Context: an optimization exercise on an open-source flow, tuned for small area, a short achievable clock period and few clock cycles. The choices shown serve that exercise and are no tape-out recipe.
Where RTL was checked, it was by simulation tests only, not by an equivalence proof against the original.
The flow treats the clock pin as an ideal source, which a real chip does not have.
No activity file was given, so power comes from the tool's default toggle rates.

== v6 ==
## RISC
module RISC(clk, rst, imem_addr, imem_rdata, dmem_addr, dmem_wdata, dmem_we, dmem_rdata);
Size in the first run: about 160 I/O pins, about 0.061 mm² of cells after synthesis.
export LEC_CHECK = 0
export CAP_MARGIN = 20
export CORE_MARGIN = 2
export CORE_UTILIZATION = 40
export CTS_CLUSTER_DIAMETER = 80
export CTS_CLUSTER_SIZE = 25
export SETUP_SLACK_MARGIN = 1.0
export SLEW_MARGIN = 20
export SYNTH_HIERARCHICAL = 1
create_clock -name core_clock -period 11.0 [get_ports {clk}]
standard.sh (not shown) runs the stock make flow with config.mk's settings and CLKGATE_MAP_FILE= SYNTH_SCRIPT=/design/flow/synth_recipe.tcl, a recipe that flattens the netlist after the stock synthesis.
==> flow/flow/run.sh <==
#!/bin/bash
# Layout flow: the standard synthesis, then the standard ORFS steps with
# timing repair aimed below the clock period (SETUP_SLACK_MARGIN, in ns),
# one more repair pass after CTS (flow/post_cts.tcl), plain buffers on the
# ports, and the standard.sh to write out/final.def. Each tool's output
# goes to a log file here; ORFS's per-step logs are under orfs/logs.
set -euo pipefail
MARGIN=$(cat flow/margin.txt)
EXTRA=$(cat flow/extra_margin.txt)
bash standard.sh synth > synth_standard.log 2>&1
make -C "$FLOW_HOME" DESIGN_CONFIG="$FLOW_CONFIG" WORK_HOME="$PWD/orfs" \
  CLKGATE_MAP_FILE= SYNTH_SCRIPT="$PWD/synth_recipe.tcl" \
  SETUP_SLACK_MARGIN="$MARGIN" \
  BUFFER_PORTS_ARGS="-buffer_cell sky130_fd_sc_hd__buf_2" \
  POST_CTS_TCL="$PWD/flow/post_cts.tcl" EXTRA_MARGIN="$EXTRA" \
  finish > make_finish.log 2>&1
bash standard.sh finish > write_def.log 2>&1
==> flow/flow/extra_margin.txt <==
7.9
==> flow/flow/margin.txt <==
7.7
==> flow/flow/post_cts.tcl <==
# One more setup-repair pass after CTS, aimed EXTRA_MARGIN ns below the
# clock period: the standard pass stops early on this design.
set_propagated_clock [all_clocks]
estimate_parasitics -placement
repair_timing -setup -setup_margin $::env(EXTRA_MARGIN) -verbose
detailed_placement
check_placement -verbose
v6: flow completed, timing, DRC and antenna clean
Testbench counts of v6, summed over its fixed seeds: cycles 103,493.
Inputs modified between v6 and v7:
--- a/flow/design.v
+++ b/flow/design.v
@@ -578,17 +578,12 @@
 `timescale 1ns/1ps
 module add32(a, b, s);
 	input  [31:0] a, b;
 	output [31:0] s;
 	assign s = a + b;
 endmodule
-module inc32(a, s);
-	input  [31:0] a;
-	output [31:0] s;
-	assign s = a + 32'd1;
-endmodule
 module inc10(a, s);
 	input  [9:0] a;
 	output [9:0] s;
 	assign s = a + 10'd1;
 endmodule
 module eq32(a, b, eq);
@@ -782,16 +777,17 @@
 			e_valid <= d_valid & ~e_mis & ~stall;
 	always @(posedge clk)
 	begin
 		e_a     <= ~rf1n;
 		e_b     <= ~rf2n;
 		e_binv  <= d_sub & ~d_imm;
-		e_off   <= d_jal   ? {d_ins[31], d_ins[19:12], d_ins[20], d_ins[30:21], 1'b0} :
-		           d_store ? {{9{d_ins[31]}}, d_ins[31:25], d_ins[11:7]} :
-		           d_imm   ? {{9{d_ins[31]}}, d_ins[31:20]} ^ {21{d_sub}}
-		                   : {{9{d_ins[31]}}, d_ins[7], d_ins[30:25], d_ins[11:8], 1'b1};
+		if (!e_mis)    
+			e_off <= d_jal   ? {d_ins[31], d_ins[19:12], d_ins[20], d_ins[30:21], 1'b0} :
+			         d_store ? {{9{d_ins[31]}}, d_ins[31:25], d_ins[11:7]} :
+			         d_imm   ? {{9{d_ins[31]}}, d_ins[31:20]} ^ {21{d_sub}}
+			                 : {{9{d_ins[31]}}, d_ins[7], d_ins[30:25], d_ins[11:8], 1'b1};
 		e_imm   <= d_imm;
 		e_rd    <= d_rd;
 		e_btgt  <= d_btgt;
 		e_load  <= d_load;
 		e_store <= d_store;
 		e_br    <= d_br;
@@ -815,28 +811,35 @@
 	wire [31:0] R2 = e_fs ? m_res : e_b;                     
 	wire [31:0] sum, lres;
 	wire        eq;
 	addc32 u_alu(.a(A), .b(B), .ci(e_sub), .s(sum));
 	eq32  u_eq(.a(A), .b(R2), .eq(eq));
 	zero32 u_zero(.a(A), .b({{11{e_off[20]}}, e_off}), .an(e_and), .z(e_zero));
-	wire        taken  = e_jal | (e_br & eq);
-	wire [31:0] pcn_off, pcn_inc;
-	add32 u_pcoff(.a(e_pcn), .b({{11{e_off[20]}}, e_off}), .s(pcn_off));
-	inc32 u_pcinc(.a(e_pcn), .s(pcn_inc));
-	wire [31:0] pcn_next = taken ? pcn_off : pcn_inc;
+	reg         e_fix;
+	wire [31:0] pcn_add = e_fix ? {{11{e_off[20]}}, e_off[20:1], 1'b0} :
+	                      e_pt  ? {{11{e_off[20]}}, e_off} : 32'd1;
+	wire [31:0] pcn_next;
+	add32 u_pcadd(.a(e_pcn), .b(pcn_add), .s(pcn_next));
 	g_and2 u_emis(.a(e_valid & e_br & ~e_pt), .b(eq), .y(e_mis));    
 	assign      lres = e_jal ? e_pcn :
 	                   e_xor ? (A ^ B) :
 	                   e_or  ? (A | B) : (A & B);
 	wire [31:0] res;
 	resmux u_res(.lg(e_logic), .slt(e_slt), .lres(lres), .sum(sum), .res(res));
 	always @(posedge clk or posedge rst)
 		if (rst)
+		begin
 			e_pcn <= 32'd1;
-		else if (e_valid)
-			e_pcn <= pcn_next;
+			e_fix <= 1'b0;
+		end
+		else
+		begin
+			if (e_valid | e_fix)
+				e_pcn <= pcn_next;
+			e_fix <= e_mis;
+		end
 	always @(posedge clk or posedge rst)
 		if (rst)
 		begin
 			m_res  <= 32'd0;       
 			m_we   <= 1'b0;
 			m_wr   <= 1'b0;
==> comparison <==
- v7 completed; timing, DRC and antenna clean
- Compared with v6, v7 shows a lower power density over the cells.
- On design area, v6 and v7 are neck and neck.
- The area of the die in v7 sits 0.0012 mm² below the value recorded for v6.
- Compared with v6, in v7 simple-gate portion of the synthesized area fell 0.41 points, detailed-routing iteration count for the pre-antenna-repair pass -1, minimum setup slack in the final design lower.
Only the layout flow was run in v7; the RTL was not checked for function there.

* * *

RISC again, from the RTL that the note above started with.
Settings: LEC_CHECK=0, CAP_MARGIN=20, CORE_MARGIN=2, CORE_UTILIZATION=50, CTS_CLUSTER_DIAMETER=80, CTS_CLUSTER_SIZE=25, PLACE_DENSITY=0.7, SETUP_SLACK_MARGIN=1.0, SLEW_MARGIN=20, SYNTH_HIERARCHICAL=1; clock period 11.0 ns.
Scripts as last shown in full above: flow/flow/run.sh, flow/flow/extra_margin.txt, flow/flow/margin.txt, flow/flow/post_cts.tcl
The baseline produced a clean layout.
Testbench counts at the start, summed over its fixed seeds: cycles 103,493.
Next try:
--- a/flow/design.v
+++ b/flow/design.v
@@ -27,37 +27,37 @@
 		wire [10:0] y;
 		for (g = 0; g < 10; g = g + 1)
 		begin : grp
 			aoi222 u(.a0(q[32*(3*g) + b]),   .s0(sel[3*g+1]),
 			         .a1(q[32*(3*g+1) + b]), .s1(sel[3*g+2]),
 			         .a2(q[32*(3*g+2) + b]), .s2(sel[3*g+3]), .y(y[g]));
 		end
 		aoi22 u31(.a0(q[32*30 + b]), .s0(sel[31]), .a1(xd[b]), .s1(xs), .y(y[10]));
 		and11 o(.y(y), .zn(dn[b]));
 	end
 	endgenerate
 endmodule
-module RegFile(clk, clr, we, wa, wd, ra1, ra2, rd1n, rd2n);
+module RegFile(clk, clr, wen, we, wa, wd, ra1, ra2, rd1n, rd2n);
 	input clk, clr, we;
+	input [31:1] wen;            
 	input [4:0] wa, ra1, ra2;
 	input [31:0] wd;
 	output [31:0] rd1n, rd2n;    
 	wire [31*32-1:0] q;
-	wire [31:1] s1, s2, wen;
+	wire [31:1] s1, s2;
 	genvar i;
 	generate
 	for (i = 1; i < 32; i = i + 1)
 	begin : gpr
 		reg [31:0] r;
-		assign wen[i] = we & (wa == i);
 		always @(posedge clk)
 			if (clr | wen[i])
 				r <= wd;
 		assign q[32*(i-1) +: 32] = r;
 		assign s1[i] = (ra1 == i) & ~wen[i];
 		assign s2[i] = (ra2 == i) & ~wen[i];
 	end
 	endgenerate
 	wire byp1 = we & (ra1 == wa);
 	wire byp2 = we & (ra2 == wa);
 	rdport1 p1(.q(q), .sel(s1), .xd(wd), .xs(byp1), .dn(rd1n));
 	rdport1 p2(.q(q), .sel(s2), .xd(wd), .xs(byp2), .dn(rd2n));
@@ -104,24 +104,39 @@
 	assign y = ~(a | b);
 endmodule
 module g_inv(a, y);
 	input a;
 	output y;
 	assign y = ~a;
 endmodule
 module g_or2(a, b, y);
 	input a, b;
 	output y;
 	assign y = a | b;
 endmodule
+module g_nor3(a, b, c, y);
+	input a, b, c;
+	output y;
+	assign y = ~(a | b | c);
+endmodule
+module g_or3(a, b, c, y);
+	input a, b, c;
+	output y;
+	assign y = a | b | c;
+endmodule
+module g_nand3(a, b, c, y);
+	input a, b, c;
+	output y;
+	assign y = ~(a & b & c);
+endmodule
 module g_nor4(a, b, c, d, y);
 	input a, b, c, d;
 	output y;
 	assign y = ~(a | b | c | d);
 endmodule
 module g_nand4(a, b, c, d, y);
 	input a, b, c, d;
 	output y;
 	assign y = ~(a & b & c & d);
 endmodule
 module addc32(a, b, ci, s);
 	input  [31:0] a, b;
@@ -710,32 +725,29 @@
 	wire f_jal = (ins[6:0] == OP_J);
 	wire f_bs  = (ins[6:0] == OP_B) & (ins[19:15] == ins[24:20]);
 	wire [9:0] fpc_seq, fpc_jal, fpc_br;
 	inc10 u_fseq(.a(fpc), .s(fpc_seq));
 	add10 u_fjal(.a(fpc), .b({ins[29:21], 1'b0}), .s(fpc_jal));
 	add10 u_fbr (.a(fpc_seq), .b({ins[29:25], ins[11:8], 1'b0}), .s(fpc_br));
 	wire [9:0] fpc_pred, fpc_next;
 	sel4x10 u_fpred(.s0(stall), .d0(fpc),
 	                .s1(~stall & f_jal), .d1(fpc_jal), .s2(~stall & f_bs), .d2(fpc_br),
 	                .s3(~stall & ~f_jal & ~f_bs), .d3(fpc_seq), .y(fpc_pred));
 	wire [9:0] fpc_alt;
 	wire       f_own;
-	mux10 u_falt(.s(e_mis), .d1(e_btgt), .d0(d_btgt), .y(fpc_alt));
-	g_nor2 u_fown(.a(e_mis), .b(d_take), .y(f_own));
+	mux10 u_falt(.s(e_mis), .d1(e_btgt), .d0(d_btgt & {10{~rst}}), .y(fpc_alt));
+	g_nor3 u_fown(.a(e_mis), .b(d_take), .c(rst), .y(f_own));
 	mux10 u_fnext(.s(f_own), .d1(fpc_pred), .d0(fpc_alt), .y(fpc_next));
-	always @(posedge clk or posedge rst)
-		if (rst)
-			fpc <= 10'd0;
-		else
-			fpc <= fpc_next;
+	always @(posedge clk)
+		fpc <= fpc_next;
 	assign imem_addr = {22'd0, fpc};
 	always @(posedge clk or posedge rst)
 		if (rst)
 			d_valid <= 1'b0;
 		else if (e_mis | ~stall)
 			d_valid <= ~e_mis & ~d_take;
 	always @(posedge clk)
 		if (!stall)
 		begin
 			d_ins  <= ins;
 			d_btgt <= fpc_br;
 			d_pt   <= f_jal | f_bs;
@@ -764,25 +776,34 @@
 	wire d_use1 = d_load | d_store | d_r | d_i | d_br;
 	wire d_use2 = d_store | d_r | d_br;
 	assign stall = d_valid & e_valid & e_load & e_wr &
 	               ((d_use1 & (d_rs1 == e_rd)) | (d_use2 & (d_rs2 == e_rd)));
 	wire [31:0] m_wd = m_load ? dmem_rdata : m_res;
 	wire [31:0] rf1n, rf2n;    
 	reg rf_clr;
 	always @(posedge clk or posedge rst)
 		if (rst)
 			rf_clr <= 1'b1;
 		else
 			rf_clr <= 1'b0;
-	RegFile regFile(.clk(clk), .clr(rf_clr), .we(m_wr), .wa(m_rd), .wd(m_wd),
+	reg  [31:1] m_wen;
+	genvar wk;
+	generate
+	for (wk = 1; wk < 32; wk = wk + 1)
+	begin : mw
+		always @(posedge clk)
+			m_wen[wk] <= e_w & (e_rd == wk);
+	end
+	endgenerate
+	RegFile regFile(.clk(clk), .clr(rf_clr), .wen(m_wen), .we(m_wr), .wa(m_rd), .wd(m_wd),
 	                .ra1(d_rs1), .ra2(d_rs2), .rd1n(rf1n), .rd2n(rf2n));
 	always @(posedge clk or posedge rst)
 		if (rst)
 			e_valid <= 1'b0;
 		else
 			e_valid <= d_valid & ~e_mis & ~stall;
 	always @(posedge clk)
 	begin
 		e_a     <= ~rf1n;
 		e_b     <= ~rf2n;
 		e_binv  <= d_sub & ~d_imm;
 		e_off   <= d_jal   ? {d_ins[31], d_ins[19:12], d_ins[20], d_ins[30:21], 1'b0} :
The new run finished clean.
Sequential share of layout area goes up by 0.64 points.
Worst setup slack improves by 92 ps.
Sequential power came out higher by about 0.9%.
Final area climbs by 0.34%.
Combinational power is lower by about 3%.
Area after synthesis came out higher by 1.2%.
Testbench counts after the change, summed over its fixed seeds: cycles 103,493.

* * *

== job 8238 ==
RISC, a different RTL version from the one above (not shown whole).
For scale: ~4,700 cells after synthesis, about 160 I/O pins, about 62,000 um2 of cells after synthesis.
==> flow/config.mk <==
export PLATFORM = sky130hd
export DESIGN_NAME = RISC
export DESIGN_NICKNAME = RISC
export VERILOG_FILES = /design/flow/design.v
export SDC_FILE = /design/flow/constraint.sdc
export NUM_CORES = 8
export LEC_CHECK = 0
export CAP_MARGIN = 20
export CORE_MARGIN = 2
export CORE_UTILIZATION = 50
export CTS_CLUSTER_DIAMETER = 80
export CTS_CLUSTER_SIZE = 25
export PLACE_DENSITY = 0.7
export SETUP_SLACK_MARGIN = 1.0
export SLEW_MARGIN = 20
export SYNTH_HIERARCHICAL = 1
==> flow/constraint.sdc <==
create_clock -name core_clock -period 11.0 [get_ports {clk}]
set_input_delay 2.2000 -clock core_clock [delete_from_list [all_inputs] [get_ports {clk}]]
set_output_delay 2.2000 -clock core_clock [all_outputs]
set_load 0.01 [all_outputs]
Scripts as last shown in full above: flow/flow/run.sh, flow/flow/extra_margin.txt, flow/flow/margin.txt, flow/flow/post_cts.tcl
[inputs] job 7945 vs job 8238
diff --git a/flow/design.v b/flow/design.v
--- a/flow/design.v
+++ b/flow/design.v
@@ -29,33 +29,33 @@
 		begin : grp
 			aoi222 u(.a0(q[32*(3*g) + b]),   .s0(sel[3*g+1]),
 			         .a1(q[32*(3*g+1) + b]), .s1(sel[3*g+2]),
 			         .a2(q[32*(3*g+2) + b]), .s2(sel[3*g+3]), .y(y[g]));
 		end
 		aoi22 u31(.a0(q[32*30 + b]), .s0(sel[31]), .a1(xd[b]), .s1(xs), .y(y[10]));
 		and11 o(.y(y), .zn(dn[b]));
 	end
 	endgenerate
 endmodule
-module RegFile(clk, clr, wen, we, wa, wd, ra1, ra2, rd1n, rd2n);
+module RegFile(clk, clr, we, wa, wd, ra1, ra2, rd1n, rd2n);
 	input clk, clr, we;
-	input [31:1] wen;            
 	input [4:0] wa, ra1, ra2;
 	input [31:0] wd;
 	output [31:0] rd1n, rd2n;    
 	wire [31*32-1:0] q;
-	wire [31:1] s1, s2;
+	wire [31:1] s1, s2, wen;
 	genvar i;
 	generate
 	for (i = 1; i < 32; i = i + 1)
 	begin : gpr
 		reg [31:0] r;
+		assign wen[i] = we & (wa == i);
 		always @(posedge clk)
 			if (clr | wen[i])
 				r <= wd;
 		assign q[32*(i-1) +: 32] = r;
 		assign s1[i] = (ra1 == i) & ~wen[i];
 		assign s2[i] = (ra2 == i) & ~wen[i];
 	end
 	endgenerate
 	wire byp1 = we & (ra1 == wa);
 	wire byp2 = we & (ra2 == wa);
@@ -106,35 +106,20 @@
 module g_inv(a, y);
 	input a;
 	output y;
 	assign y = ~a;
 endmodule
 module g_or2(a, b, y);
 	input a, b;
 	output y;
 	assign y = a | b;
 endmodule
-module g_nor3(a, b, c, y);
-	input a, b, c;
-	output y;
-	assign y = ~(a | b | c);
-endmodule
-module g_or3(a, b, c, y);
-	input a, b, c;
-	output y;
-	assign y = a | b | c;
-endmodule
-module g_nand3(a, b, c, y);
-	input a, b, c;
-	output y;
-	assign y = ~(a & b & c);
-endmodule
 module g_nor4(a, b, c, d, y);
 	input a, b, c, d;
 	output y;
 	assign y = ~(a | b | c | d);
 endmodule
 module g_nand4(a, b, c, d, y);
 	input a, b, c, d;
 	output y;
 	assign y = ~(a & b & c & d);
 endmodule
@@ -727,25 +712,28 @@
 	wire [9:0] fpc_seq, fpc_jal, fpc_br;
 	inc10 u_fseq(.a(fpc), .s(fpc_seq));
 	add10 u_fjal(.a(fpc), .b({ins[29:21], 1'b0}), .s(fpc_jal));
 	add10 u_fbr (.a(fpc_seq), .b({ins[29:25], ins[11:8], 1'b0}), .s(fpc_br));
 	wire [9:0] fpc_pred, fpc_next;
 	sel4x10 u_fpred(.s0(stall), .d0(fpc),
 	                .s1(~stall & f_jal), .d1(fpc_jal), .s2(~stall & f_bs), .d2(fpc_br),
 	                .s3(~stall & ~f_jal & ~f_bs), .d3(fpc_seq), .y(fpc_pred));
 	wire [9:0] fpc_alt;
 	wire       f_own;
-	mux10 u_falt(.s(e_mis), .d1(e_btgt), .d0(d_btgt & {10{~rst}}), .y(fpc_alt));
-	g_nor3 u_fown(.a(e_mis), .b(d_take), .c(rst), .y(f_own));
+	mux10 u_falt(.s(e_mis), .d1(e_btgt), .d0(d_btgt), .y(fpc_alt));
+	g_nor2 u_fown(.a(e_mis), .b(d_take), .y(f_own));
 	mux10 u_fnext(.s(f_own), .d1(fpc_pred), .d0(fpc_alt), .y(fpc_next));
 	always @(posedge clk)
-		fpc <= fpc_next;
+		if (rst)
+			fpc <= 10'd0;
+		else
+			fpc <= fpc_next;
 	assign imem_addr = {22'd0, fpc};
 	always @(posedge clk or posedge rst)
 		if (rst)
 			d_valid <= 1'b0;
 		else if (e_mis | ~stall)
 			d_valid <= ~e_mis & ~d_take;
 	always @(posedge clk)
 		if (!stall)
 		begin
 			d_ins  <= ins;
@@ -778,30 +766,21 @@
 	assign stall = d_valid & e_valid & e_load & e_wr &
 	               ((d_use1 & (d_rs1 == e_rd)) | (d_use2 & (d_rs2 == e_rd)));
 	wire [31:0] m_wd = m_load ? dmem_rdata : m_res;
 	wire [31:0] rf1n, rf2n;    
 	reg rf_clr;
 	always @(posedge clk or posedge rst)
 		if (rst)
 			rf_clr <= 1'b1;
 		else
 			rf_clr <= 1'b0;
-	reg  [31:1] m_wen;
-	genvar wk;
-	generate
-	for (wk = 1; wk < 32; wk = wk + 1)
-	begin : mw
-		always @(posedge clk)
-			m_wen[wk] <= e_w & (e_rd == wk);
-	end
-	endgenerate
-	RegFile regFile(.clk(clk), .clr(rf_clr), .wen(m_wen), .we(m_wr), .wa(m_rd), .wd(m_wd),
+	RegFile regFile(.clk(clk), .clr(rf_clr), .we(m_wr), .wa(m_rd), .wd(m_wd),
 	                .ra1(d_rs1), .ra2(d_rs2), .rd1n(rf1n), .rd2n(rf2n));
 	always @(posedge clk or posedge rst)
 		if (rst)
 			e_valid <= 1'b0;
 		else
 			e_valid <= d_valid & ~e_mis & ~stall;
 	always @(posedge clk)
 	begin
 		e_a     <= ~rf1n;
 		e_b     <= ~rf2n;
@@ -852,30 +831,31 @@
 	resmux u_res(.lg(e_logic), .slt(e_slt), .lres(lres), .sum(sum), .res(res));
 	always @(posedge clk or posedge rst)
 		if (rst)
 			e_pcn <= 32'd1;
 		else if (e_valid)
 			e_pcn <= pcn_next;
 	always @(posedge clk or posedge rst)
 		if (rst)
 		begin
 			m_res  <= 32'd0;       
+			m_we   <= 1'b0;
 			m_wr   <= 1'b0;
 			m_load <= 1'b0;
 		end
 		else
 		begin
 			m_res  <= res;
+			m_we   <= e_valid & e_store;
 			m_wr   <= e_w;
 			m_load <= e_load;
 		end
 	always @(posedge clk)
 	begin
-		m_we   <= e_valid & e_store;
 		m_sd   <= R2;
 		m_rd   <= e_rd;
 		m_addr <= res;
 	end
 	assign dmem_addr  = m_addr;
 	assign dmem_wdata = m_sd;
 	assign dmem_we    = m_we;
 endmodule
## What came out
Job 7945 — power consumed by sequential cells 2.4% lower, job 8238 as reference. Changes observed in job 7945 relative to job 8238: wire length of the first global-routing pass fell by about 2.2%, total power has decreased, maximum ir drop on the vdd rail now sits lower. Run comparison: job 8238 worst setup path startpoint m_addr[0]; job 7945 worst setup path startpoint imem_rdata[20]. Job 7945 completed every stage of the flow, and the final layout passed the timing, DRC and antenna checks. For the proportion of cell area occupied by registers, job 7945 came in 0.28 points lower than job 8238 did. Measured against job 8238, the first-iteration DRC count of job 7945 comes out at 0.933 times the reference value. The clock slew at the register clock pins of the worst setup and hold paths on job 7945 is in line with that on job 8238. sky130_fd_sc_hd__a222oi_1 as the master of the slowest instance on the critical path was reported by job 7945, and sky130_fd_sc_hd__dfxtp_4 by job 8238. From job 8238 to job 7945, pin count of the biggest net entering global routing did not move at all. Across both runs, wire length after detailed routing was lower for job 7945 than for job 8238. Power density over the cells, job 7945 vs job 8238: down by a few percent.
Function was not checked in any run of this note: the RTL went through the layout flow alone.

## afterwards: timing with drivers on the ports
No port has a modelled driver above. Below, the same layouts with a new extraction and two added sets of constraints.
Step 1 (the two cells are an assumption about what drives the block):
set clk [get_ports {clk}]
set_driving_cell -lib_cell sky130_fd_sc_hd__clkbuf_16 $clk
set_driving_cell -lib_cell sky130_fd_sc_hd__buf_2 [delete_from_list [all_inputs] $clk]
Step 2 moves the port delays by t, midway between the first and last clock arrival at a register: inputs arrive t later, outputs are due t later. That takes back most of the time a late clock gives input paths.
Slacks: no drivers / after step 1 / after step 2; pairs: no drivers / after step 1.
run | shift t [ns] | setup WS [ns] | worst setup path after step 2 | clock arrival spread, ns | pins driven straight from the clock port
v6 | 0.788 | 7.508 / 7.431 / 7.068 | input to register | 0.068 / 0.067 | 1
v7 | 0.804 | 7.488 / 7.405 / 6.984 | input to register | 0.054 / 0.054 | 1
the first run of note 2 | 0.773 | 7.524 / 7.445 / 6.975 | input to register | 0.062 / 0.062 | 1
the second run of note 2 | 0.761 | 7.616 / 7.548 / 6.932 | input to register | 0.060 / 0.060 | 1
job 8238 | 0.765 | 7.587 / 7.513 / 6.940 | input to register | 0.045 / 0.044 | 1
job 7945 | 0.758 | 7.603 / 7.526 / 6.879 | input to register | 0.069 / 0.069 | 1
After both steps every run listed still meets setup and hold. For job 7945, which loses most, drivers alone change the setup slack by -0.077 ns; drivers and shift together by -0.724 ns.
